What follows belongs to an exercise in optimizing a design on an open flow for small area; a production flow would make more cautious choices. Function was checked by simulation only, so behaviour that the tests miss may differ from the original. The clock cells of this run come from the design's own scripts or RTL, not from TritonCTS. The clock port is modelled as an ideal driver, which makes a skipped or thinned clock tree look cheaper than it is; a real chip needs a root buffer or a tree. Power and IR drop assume default switching activity.

`flow/design.v`:
```
`timescale 1ns / 1ps
module hack_alu (
    input  logic [15:0] x,
    input  logic [15:0] y,
    input  logic        zx,
    input  logic        nx,
    input  logic        zy,
    input  logic        ny,
    input  logic        f,
    input  logic        no,
    output logic [15:0] out
);
    logic nxe, nye, nxen, nyen;
    alu_xor2 u_nxe (.a(nx), .b(no), .y(nxe));
    alu_xor2 u_nye (.a(ny), .b(no), .y(nye));
    alu_inv  u_nxen (.a(nxe), .y(nxen));
    alu_inv  u_nyen (.a(nye), .y(nyen));
    logic ka1, ka0, kb1, kb0, ka1n, ka0n, kb1n, kb0n;
    alu_xnor2 u_ka1 (.a(nxe), .b(zx), .y(ka1));
    alu_xnor2 u_kb1 (.a(nye), .b(zy), .y(kb1));
    alu_inv   u_ka1n (.a(ka1), .y(ka1n));
    alu_inv   u_kb1n (.a(kb1), .y(kb1n));
    assign ka0 = nxe;
    assign kb0 = nye;
    assign ka0n = nxen;
    assign kb0n = nyen;
    logic k1, k1n, k2, k2n;
    alu_nor2 u_k1n (.a(f), .b(no), .y(k1n));
    alu_inv  u_k1 (.a(k1n), .y(k1));
    alu_inv  u_k2 (.a(f), .y(k2));
    assign k2n = f;
    logic [16:0] cc;   
    assign cc[0] = f & no;
    genvar i;
    for (i = 0; i < 16; i++) begin : bit_
        logic av, bv, pv, gv, sv;
        if (i % 2 == 0) begin : ev
            alu_mux2i ma (.a0(ka0), .a1(ka1), .s(x[i]), .y(av));
            alu_mux2i mb (.a0(kb0), .a1(kb1), .s(y[i]), .y(bv));
            alu_xor2  xp (.a(av), .b(bv), .y(pv));
            alu_nor2  ng (.a(av), .b(bv), .y(gv));
            alu_xor2  xs (.a(pv), .b(cc[i]), .y(sv));
            alu_a22o  oo (.a1(sv), .a2(k1), .b1(gv), .b2(k2), .y(out[i]));
            if (i < 15) begin : cy
                alu_a22oi cn (.a1(pv), .a2(cc[i]), .b1(f), .b2(gv), .y(cc[i+1]));
            end
        end else begin : od
            alu_mux2i ma (.a0(ka0n), .a1(ka1n), .s(x[i]), .y(av));
            alu_mux2i mb (.a0(kb0n), .a1(kb1n), .s(y[i]), .y(bv));
            alu_xnor2 xp (.a(av), .b(bv), .y(pv));
            alu_nand2 ng (.a(av), .b(bv), .y(gv));
            alu_xnor2 xs (.a(pv), .b(cc[i]), .y(sv));
            alu_o22ai oo (.a1(sv), .a2(k1n), .b1(gv), .b2(k2n), .y(out[i]));
            if (i < 15) begin : cy
                alu_o22ai cn (.a1(pv), .a2(cc[i]), .b1(k2), .b2(gv), .y(cc[i+1]));
            end
        end
    end
endmodule
module alu_mux2i (input logic a0, input logic a1, input logic s, output logic y);
    assign y = ~(s ? a1 : a0);
endmodule
module alu_inv (input logic a, output logic y);
    assign y = ~a;
endmodule
module alu_xor2 (input logic a, input logic b, output logic y);
    assign y = a ^ b;
endmodule
module alu_xnor2 (input logic a, input logic b, output logic y);
    assign y = ~(a ^ b);
endmodule
module alu_nor2 (input logic a, input logic b, output logic y);
    assign y = ~(a | b);
endmodule
module alu_nand2 (input logic a, input logic b, output logic y);
    assign y = ~(a & b);
endmodule
module alu_a22o (input logic a1, input logic a2, input logic b1, input logic b2, output logic y);
    assign y = (a1 & a2) | (b1 & b2);
endmodule
module alu_a22oi (input logic a1, input logic a2, input logic b1, input logic b2, output logic y);
    assign y = ~((a1 & a2) | (b1 & b2));
endmodule
module alu_o22ai (input logic a1, input logic a2, input logic b1, input logic b2, output logic y);
    assign y = ~((a1 | a2) & (b1 | b2));
endmodule
`timescale 1ns / 1ps
module button_debouncer (
    input  logic clk,
    input  logic rst,
    input  logic btn_in,
    output logic btn_out
);
    logic sync_0_n, sync_1;
    always_ff @(posedge clk) begin
        if (rst) begin
            sync_0_n <= 1'b1;
            sync_1   <= 1'b0;
        end else begin
            sync_0_n <= ~btn_in;
            sync_1   <= ~sync_0_n;
        end
    end
    localparam logic [16:0] P     = 17'h0AAAA;
    localparam logic [16:0] TERM  = 17'h02E55;
    localparam logic [16:0] TMASK = 17'h1BE7D;
    logic [16:0] q;
    logic [16:0] c;
    logic        debounced_state;
    logic        mismatch, term;
    assign mismatch = sync_1 ^ debounced_state;
    assign c        = q ^ P;
    assign term     = (q & TMASK) == TERM;
    always_ff @(posedge clk) begin
        if (!mismatch || term) q <= '0;
        else                   q <= {c[15:0], c[16] ^ c[10]} ^ P;
    end
    always_ff @(posedge clk) begin
        if (rst)                  debounced_state <= 1'b0;
        else if (mismatch & term) debounced_state <= sync_1;
    end
    logic prev_state;
    always_ff @(posedge clk) begin
        prev_state <= debounced_state;
        if (rst) btn_out <= 1'b0;
        else     btn_out <= debounced_state & ~prev_state;
    end
endmodule
`timescale 1ns / 1ps
module alu_fpga_top (
    input  logic        clk,
    input  logic        btnC,
    input  logic        btnU,
    input  logic        btnD,
    input  logic        btnL,
    input  logic [15:0] sw,
    output logic [15:0] led
);
    logic pulse_load_x, pulse_load_y, pulse_load_ctrl;
    button_debouncer db_u (.clk(clk), .rst(btnC), .btn_in(btnU), .btn_out(pulse_load_x));
    button_debouncer db_d (.clk(clk), .rst(btnC), .btn_in(btnD), .btn_out(pulse_load_y));
    button_debouncer db_l (.clk(clk), .rst(btnC), .btn_in(btnL), .btn_out(pulse_load_ctrl));
    logic [15:0] reg_x, reg_y;
    logic        x_zero, y_zero;
    logic [5:0]  reg_ctrl;
    always_ff @(posedge clk) begin
        if (pulse_load_x) reg_x <= sw;
        if (pulse_load_y) reg_y <= sw;
    end
    always_ff @(posedge clk) begin
        if (btnC) begin
            x_zero   <= 1'b1;
            y_zero   <= 1'b1;
            reg_ctrl <= 6'b101010;
        end else begin
            if (pulse_load_x)    x_zero   <= 1'b0;
            if (pulse_load_y)    y_zero   <= 1'b0;
            if (pulse_load_ctrl) reg_ctrl <= sw[5:0];
        end
    end
    hack_alu u_alu (
        .x   (reg_x),
        .y   (reg_y),
        .zx  (reg_ctrl[5] | x_zero),
        .nx  (reg_ctrl[4]),
        .zy  (reg_ctrl[3] | y_zero),
        .ny  (reg_ctrl[2]),
        .f   (reg_ctrl[1]),
        .no  (reg_ctrl[0]),
        .out (led)
    );
endmodule
```
`flow/flow/run.sh`:
```
#!/bin/bash
# The standard layout (standard.sh) with these changes:
#  - synthesis maps logic with an area-oriented ABC script, without the
#    full-adder extraction, and keeps the ALU's one-cell modules (alu_*) apart
#    while mapping so each becomes its cell; registers are mapped exactly as
#    in standard.sh, and the netlist is flattened as standard.sh does,
#  - port buffers use sky130_fd_sc_hd__buf_1,
#  - after CTS (clkbuf_8, no dummy loads), flow/clocktree.tcl replaces the
#    clock tree with a root inverter driving 6 balanced clusters of registers
#    through one clkinv_4 each.
set -euo pipefail
W=$PWD
export MY_ABC_SCRIPT=$W/flow/area.abc
export SYNTH_KEEP_MODULES="alu_inv alu_mux2i alu_xor2 alu_xnor2 alu_nor2 alu_nand2 alu_a22o alu_a22oi alu_o22ai"
export BUFFER_PORTS_ARGS="-buffer_cell sky130_fd_sc_hd__buf_1"
export POST_CTS_TCL=$W/flow/clocktree.tcl
export CT_LEAVES=6
export CT_LEAF_CELL=sky130_fd_sc_hd__clkinv_4
export CT_ROOT_CELL=sky130_fd_sc_hd__clkinv_8
export CTS_ARGS="-sink_clustering_enable -repair_clock_nets -dont_use_dummy_load -buf_list sky130_fd_sc_hd__clkbuf_8"
sed -e "s|SYNTH_SCRIPT=[^ ]*|SYNTH_SCRIPT=$W/flow/synth.tcl ADDER_MAP_FILE=|" standard.sh > own.sh
bash own.sh > own_sh.log 2>&1
```
`flow/flow/area.abc`:
```
strash
&get -n
&st
&dc2
&syn3
&dch
&nf -p -F 8 -A 4
&put
topo
```
`flow/flow/clocktree.tcl`:
```
# Rebuild the clock tree as two levels of inverters: the clock port drives
# one root inverter, which drives a few leaf inverters, each of which drives
# the clock pins of one cluster of nearby registers (k-means on their
# positions). Replaces the buffers and nets clock_tree_synthesis made.
proc ct_env {name default} {
  if {[info exists ::env($name)] && $::env($name) ne ""} { return $::env($name) }
  return $default
}
set ct_leaves    [ct_env CT_LEAVES 5]
set ct_leaf_cell [ct_env CT_LEAF_CELL sky130_fd_sc_hd__clkinv_8]
set ct_root_cell [ct_env CT_ROOT_CELL sky130_fd_sc_hd__clkinv_8]

set block [ord::get_db_block]
set db [ord::get_db]
set clk_bterm [$block findBTerm clk]
set clk_net [$clk_bterm getNet]

# Clock sinks: the CLK pins of all registers.
set sinks {}
foreach inst [$block getInsts] {
  if {![[$inst getMaster] isSequential]} { continue }
  foreach it [$inst getITerms] {
    if {[[$it getMTerm] getName] eq "CLK"} { lappend sinks $it }
  }
}

# Remove what clock_tree_synthesis built.
set old_nets {}
foreach inst [$block getInsts] {
  set n [$inst getName]
  if {[string match "clkbuf_*" $n] || [string match "clkload*" $n]} {
    foreach it [$inst getITerms] {
      set net [$it getNet]
      if {$net ne "NULL" && $net ne "" && [$net getName] ne [$clk_net getName] && [$net getSigType] eq "CLOCK"} {
        lappend old_nets $net
      }
    }
    odb::dbInst_destroy $inst
  }
}
foreach it $sinks { $it disconnect }
foreach net [lsort -unique $old_nets] {
  if {[llength [$net getITerms]] == 0 && [llength [$net getBTerms]] == 0} { odb::dbNet_destroy $net }
}

# k-means on sink positions.
set pts {}
foreach it $sinks {
  set loc [[$it getInst] getLocation]
  lappend pts [list [lindex $loc 0] [lindex $loc 1]]
}
set n [llength $pts]
set sorted [lsort -integer -index 0 $pts]
set cents {}
for {set k 0} {$k < $ct_leaves} {incr k} {
  lappend cents [lindex $sorted [expr {int(($k + 0.5) * $n / $ct_leaves)}]]
}
set assign [lrepeat $n 0]
for {set iter 0} {$iter < 50} {incr iter} {
  for {set i 0} {$i < $n} {incr i} {
    set p [lindex $pts $i]
    set best 0; set bd 1e30
    for {set k 0} {$k < $ct_leaves} {incr k} {
      set c [lindex $cents $k]
      set d [expr {abs([lindex $p 0] - [lindex $c 0]) + abs([lindex $p 1] - [lindex $c 1])}]
      if {$d < $bd} { set bd $d; set best $k }
    }
    lset assign $i $best
  }
  set newc {}
  for {set k 0} {$k < $ct_leaves} {incr k} {
    set sx 0; set sy 0; set m 0
    for {set i 0} {$i < $n} {incr i} {
      if {[lindex $assign $i] == $k} {
        set p [lindex $pts $i]
        set sx [expr {$sx + [lindex $p 0]}]; set sy [expr {$sy + [lindex $p 1]}]; incr m
      }
    }
    if {$m > 0} { lappend newc [list [expr {$sx / $m}] [expr {$sy / $m}]] } else { lappend newc [lindex $cents $k] }
  }
  set cents $newc
}

# Balance the clusters: reassign registers, nearest first, to leaves with
# room left (at most ceil(n / leaves) + 1 registers each).
set cap [expr {($n + $ct_leaves - 1) / $ct_leaves + 1}]
set pairs {}
for {set i 0} {$i < $n} {incr i} {
  set p [lindex $pts $i]
  for {set k 0} {$k < $ct_leaves} {incr k} {
    set c [lindex $cents $k]
    lappend pairs [list [expr {abs([lindex $p 0] - [lindex $c 0]) + abs([lindex $p 1] - [lindex $c 1])}] $i $k]
  }
}
set pairs [lsort -real -index 0 $pairs]
set done [lrepeat $n 0]
set fill [lrepeat $ct_leaves 0]
foreach pr $pairs {
  lassign $pr d i k
  if {[lindex $done $i] || [lindex $fill $k] >= $cap} { continue }
  lset assign $i $k
  lset done $i 1
  lset fill $k [expr {[lindex $fill $k] + 1}]
}
# Move each leaf to the centre of the registers it got.
set newc {}
for {set k 0} {$k < $ct_leaves} {incr k} {
  set sx 0; set sy 0; set m 0
  for {set i 0} {$i < $n} {incr i} {
    if {[lindex $assign $i] == $k} {
      set p [lindex $pts $i]
      set sx [expr {$sx + [lindex $p 0]}]; set sy [expr {$sy + [lindex $p 1]}]; incr m
    }
  }
  if {$m > 0} { lappend newc [list [expr {$sx / $m}] [expr {$sy / $m}]] } else { lappend newc [lindex $cents $k] }
}
set cents $newc

# Root inverter near the middle of the leaves, leaf inverters at the
# cluster centres.
set rx 0; set ry 0
foreach c $cents { set rx [expr {$rx + [lindex $c 0]}]; set ry [expr {$ry + [lindex $c 1]}] }
set rx [expr {int($rx / $ct_leaves)}]; set ry [expr {int($ry / $ct_leaves)}]

set root_net [odb::dbNet_create $block "clknet_root"]
$root_net setSigType CLOCK
set root [odb::dbInst_create $block [$db findMaster $ct_root_cell] "clkinv_root"]
$root setLocation $rx $ry
$root setPlacementStatus PLACED
[$root findITerm A] connect $clk_net
[$root findITerm Y] connect $root_net

for {set k 0} {$k < $ct_leaves} {incr k} {
  set c [lindex $cents $k]
  set net [odb::dbNet_create $block "clknet_leaf_$k"]
  $net setSigType CLOCK
  set leaf [odb::dbInst_create $block [$db findMaster $ct_leaf_cell] "clkinv_leaf_$k"]
  $leaf setLocation [expr {int([lindex $c 0])}] [expr {int([lindex $c 1])}]
  $leaf setPlacementStatus PLACED
  [$leaf findITerm A] connect $root_net
  [$leaf findITerm Y] connect $net
  for {set i 0} {$i < $n} {incr i} {
    if {[lindex $assign $i] == $k} { [lindex $sinks $i] connect $net }
  }
  puts "clocktree: leaf $k drives [llength [$net getITerms]] pins"
}
global_connect
detailed_placement
check_placement
estimate_parasitics -placement
```
`flow/flow/synth.tcl`:
```
# synth_recipe.tcl with one change: Yosys's abc runs the area-oriented script
# flow/area.abc instead of ORFS's speed script. Registers are mapped before
# abc, exactly as in the standard synthesis.
proc synth {args} { yosys synth -nofsm -noshare {*}$args }
proc abc {args} {
  set i [lsearch $args -script]
  if {$i >= 0} { lset args [expr {$i+1}] $::env(MY_ABC_SCRIPT) }
  yosys abc {*}$args
}
source $::env(SCRIPTS_DIR)/synth.tcl
# left out here: clear keep_hierarchy, flatten, clean up, hide names made inside functions, write 1_2_yosys.v
```
`flow/standard.sh`:
```
#!/bin/bash
# synth_recipe.tcl (not shown) runs the flow's synth.tcl, then flattens the netlist and writes it again
# the make line also repeats each setting of config.mk as NAME=value (left out here)
make -C /OpenROAD-flow-scripts/flow DESIGN_CONFIG=/design/flow/config.mk WORK_HOME=/design/flow/orfs CLKGATE_MAP_FILE= SYNTH_SCRIPT=/design/flow/synth_recipe.tcl "${@:-finish}"
```
`flow/config.mk`:
```
export PLATFORM = sky130hd
export DESIGN_NAME = alu_fpga_top
export DESIGN_NICKNAME = alu_fpga_top
export VERILOG_FILES = /design/flow/design.v
export SDC_FILE = /design/flow/constraint.sdc
export NUM_CORES = 4
export LEC_CHECK = 0
export CAP_MARGIN = 20
export CORE_MARGIN = 2
export CORE_UTILIZATION = 40
export GPL_TIMING_DRIVEN = 0
export SLEW_MARGIN = 20
```
`flow/constraint.sdc`:
```
create_clock -name core_clock -period 10.0 [get_ports {clk}]
set_input_delay 2.0000 -clock core_clock [delete_from_list [all_inputs] [get_ports {clk}]]
set_output_delay 2.0000 -clock core_clock [all_outputs]
set_load 0.01 [all_outputs]
```
==> reports/results.tsv <==
metric	value	unit
Placement Rows	36	
post-route cell area	0.004340	sq mm
Final Cycle Share	88.26	%
EDFF count, synth	32	
Cell Area, Placed	0.004272	sq mm
gr ovfl total	0	
Sw Pwr	0.1472	mW
Port-buffer cells	36	
Post-Syn Instances	342	
Setup TNS	0	ns
Via density	4.862	
Netlist cell types	26	
min Tclk post-route	8.826	ns
crit path max-delay cell type	xor2_1	
most frequent cell after synthesis	dfxtp_1	
core area	0.009684	sq mm
clock-pin slew on the worst setup and hold paths	0.12	ns
# clock sinks	106	
Synth area leader	dfxtp_1	
number of synthesized register bits	106	
Area Overhead vs Synth	9.744	%
asr flop ratio synth	0	%
main combinational cell family by area after synthesis	simple AND/OR/NAND/NOR gates	
Detailed Place HPWL	5082	um
ranking of synthesized cells by area	dfxtp_1 37%, edfxtp_1 24%, mux2i_1 8.9%	
Syn Nets	363	
io pins	37	
most frequent CP cell	o22ai_1	
Simple-Gate Fraction of Synth Area	10.85	%
Worst path max stage delay	0.76	ns
DRC viols	0	
status	complete, no violations	
combinational cell fraction of total power	2.2	%
fillers	924	
critical path class	register to primary output	
maximum VDD drop	0.0001047	V
WL/cell	14.11	um
RSZ-0062 raised after global routing	no	
crit path launch type	register	
WP buf/inv	2	
Lkg Pwr	1.636	nW
drt total wl	7335	um
WP data required	8.00	ns
register area share after synthesis	61.75	%
Post-Syn Area per Cell	11.56	sq um
Adder-Cell Fraction of Synth Area	0	%
nets	410	
Slew HR	37.90	%
Slew @ Worst Pin	0.9283	ns
top cell type's share of synthesized area	37.46	%
Hold WC Path Type	register to register	
DRT iter0 DRCs	68	
Worst setup EP type	primary output	
ratio of cells with drive above 1 in the final layout	2.326	%
maxcap violations	0	
Top FF cell, synth	dfxtp_1	
Final Setup Violations	0	
antenna-violating nets left	0	
Final Max Slew Viols	0	
Highest Clock Rate	113.3	MHz
sw frac	23.66	%
Final Wtd Congestion	0.7320	
drt pass-1 iters	4	
area of the die	0.01070	sq mm
power per cell area	143.4	mW/mm^2
xor-xnor portion of the synthesized cell area	9.301	%
top cells by count, synth	74 x dfxtp_1, 69 x nor2_1, 35 x mux2i_1	
Setup Skew	0.007530	ns
# diodes	0	
initial core utilization	40.84	%
Reg power frac	73.2	%
WHS	0.3859	ns
clock network fraction of total power	24.5	%
vias in the first global route	2553	
compound-gate portion of the synthesized area	8.004	%
CP top delay family	compound AO/OA/AOI/OAI gates	
mux contribution to synthesized area	8.858	%
worst-path cell chain	xor2_1, xnor2_1, clkinv_1, mux2i_1, xnor2_1, o22ai_1, a22oi_1, o22ai_1, a22oi_1, o22ai_1, a22oi_1, o22ai_1, a22oi_1, o22ai_1, a22oi_1, o22ai_1, a22oi_1, o22ai_1, a22oi_1, xnor2_1, o22ai_1, buf_1	
Syn. warnings	2	
Die Height	103.4	um
Die X-Extent	103.4	um
initial antenna violation count	0	
worst skew pair latency	0.21	ns
crit-path max FO	10	
vias after detailed routing	2528	
first-pass GRT wire length	12110	um
Tot GR Track Use	14.23	%
internal power	0.4751	mW
final hold violations	0	
Worst Path Arrival	6.83	ns
pin count of the biggest net entering global routing	21	
mapped cell area	0.003955	sq mm
modules after synthesis (local to each module, per instance):
module,flops+latches,copies in the design,cells
alu_fpga_top,106,1,220
alu_mux2i,0,32,1
alu_a22o,0,8,1
alu_xnor2,0,18,1
alu_xor2,0,18,1
alu_a22oi,0,8,1
alu_o22ai,0,15,1
alu_inv,0,6,1
alu_nand2,0,8,1
alu_nor2,0,9,1
path summary, 6_finish.rpt:
| path | endpoint | slack (ns) | start | cells after the start |
|---|---|---|---|---|
| max | led[15] | 1.17 | reg_ctrl[0]$_SDFFE_PP0P_ | 22 |
| min reg2reg | db_d.q[9]$_SDFF_PP0_ | 0.39 | db_d.q[8]$_SDFF_PP0_ | 1 |
| min | db_d.q[9]$_SDFF_PP0_ | 0.39 | db_d.q[8]$_SDFF_PP0_ | 1 |
| max reg2reg | db_d.q[0]$_SDFF_PP0_ | 8.02 | db_d.q[12]$_SDFF_PP0_ | 4 |
per-stage QoR:
stage	total power, mW	util (%)	cells	setup slack (ns)
after floorplan	0.4714	-	342	3.051
after global placement	0.4784	43.95	511	1.574
after detailed placement	0.4794	44.11	513	1.518
after global routing	0.6531	44.82	520	0.5804
final	0.6224	44.82	520	1.174
worst reg2reg max path, cell delays in order, from the launching register on:
cell and delay [ns]:
dfxtp_1 0.33, or4b_1 0.50, or4_1 0.49, nand2_1 0.44
nor2_1 0.11
cell type report:
cell class	count	area (sq um)	share of cell area (%)
multi-input cells	223	1464	33.73
well taps	133	166.4	3.834
repair buffers	38	150.1	3.459
flip-flops and latches	106	2442	56.27
inverters	20	117.6	2.710
cell usage in the layout (no fill, tap or decap), types with 2 or more instances in the layout:
| master | n |
|---|---|
| xnor2_1 | 21 |
| nor2_1 | 69 |
| o21bai_1 | 2 |
| edfxtp_1 | 32 |
| nor3b_1 | 2 |
| buf_1 | 36 |
| xor2_1 | 21 |
| mux2i_1 | 35 |
| clkinv_1 | 13 |
| a22oi_1 | 8 |
| a22o_1 | 8 |
| buf_4 | 2 |
| nand2_1 | 15 |
| o22ai_1 | 15 |
| or4b_1 | 2 |
| or3_1 | 2 |
| o21ai_1 | 2 |
| clkinv_4 | 6 |
| a21oi_1 | 3 |
| o21ai_0 | 5 |
| dfxtp_1 | 74 |
| o311a_1 | 2 |
| nand4_1 | 4 |
metal layers:
| metal | track usage [%] | part of all wire [%] | vias to the layer above |
|---|---|---|---|
| met5 | 0 | 0 | - |
| met4 | 1.619 | 0.60 | 0 |
| met3 | 2.487 | 4.4 | 8 |
| met2 | 24.22 | 47 | 41 |
| met1 | 19.68 | 48 | 1192 |
| li1 | - | - | 1287 |
flip-flops by register name (all words and copies together), names as in the netlist, 6 cells and up:
name and flops:
db_d.q 17, db_l.q 17, db_u.q 17, reg_ctrl 6, reg_x 16, reg_y 16
power groups by stage:
stage	logic (mW)	registers, mW	clock network (mW)
after floorplan	0.00704	0.464	0
after global placement	0.0132	0.465	0
after detailed placement	0.0140	0.465	0
after global routing	0.0162	0.457	0.179
final	0.0138	0.456	0.153
cell families (layout without fill, tap and decap cells):
| family | after synthesis | in the layout |
|---|---|---|
| AO/OA/AOI/OAI | 46 | 46 |
| flip-flops | 106 | 106 |
| XOR/XNOR | 42 | 42 |
| AND/OR/NAND/NOR | 100 | 100 |
| multiplexers | 35 | 35 |
| buffers and inverters | 13 | 58 |

## port drivers added, routing unchanged
The flow's constraints put no driver on any port. The routed layout listed below was extracted and timed again, unchanged, in two steps. Step 1, drivers: a clkbuf_16 drives clk and a buf_2 each remaining input, both assumed. Step 2 also shifts input and output timing later by t, the mid clock arrival at the registers, as if the neighbouring blocks saw the same clock. Three values: ideal ports, drivers, drivers and shift; two values: the first two.
t (ns): 0.255
slack for setup (ns): 1.174 / 1.126 / 1.381
hold slack, ns: 0.386 / 0.386 / 0.386
After both steps setup and hold are still met in this run. For this run, drivers alone change the setup slack by -0.048 ns; drivers and shift together by +0.207 ns.
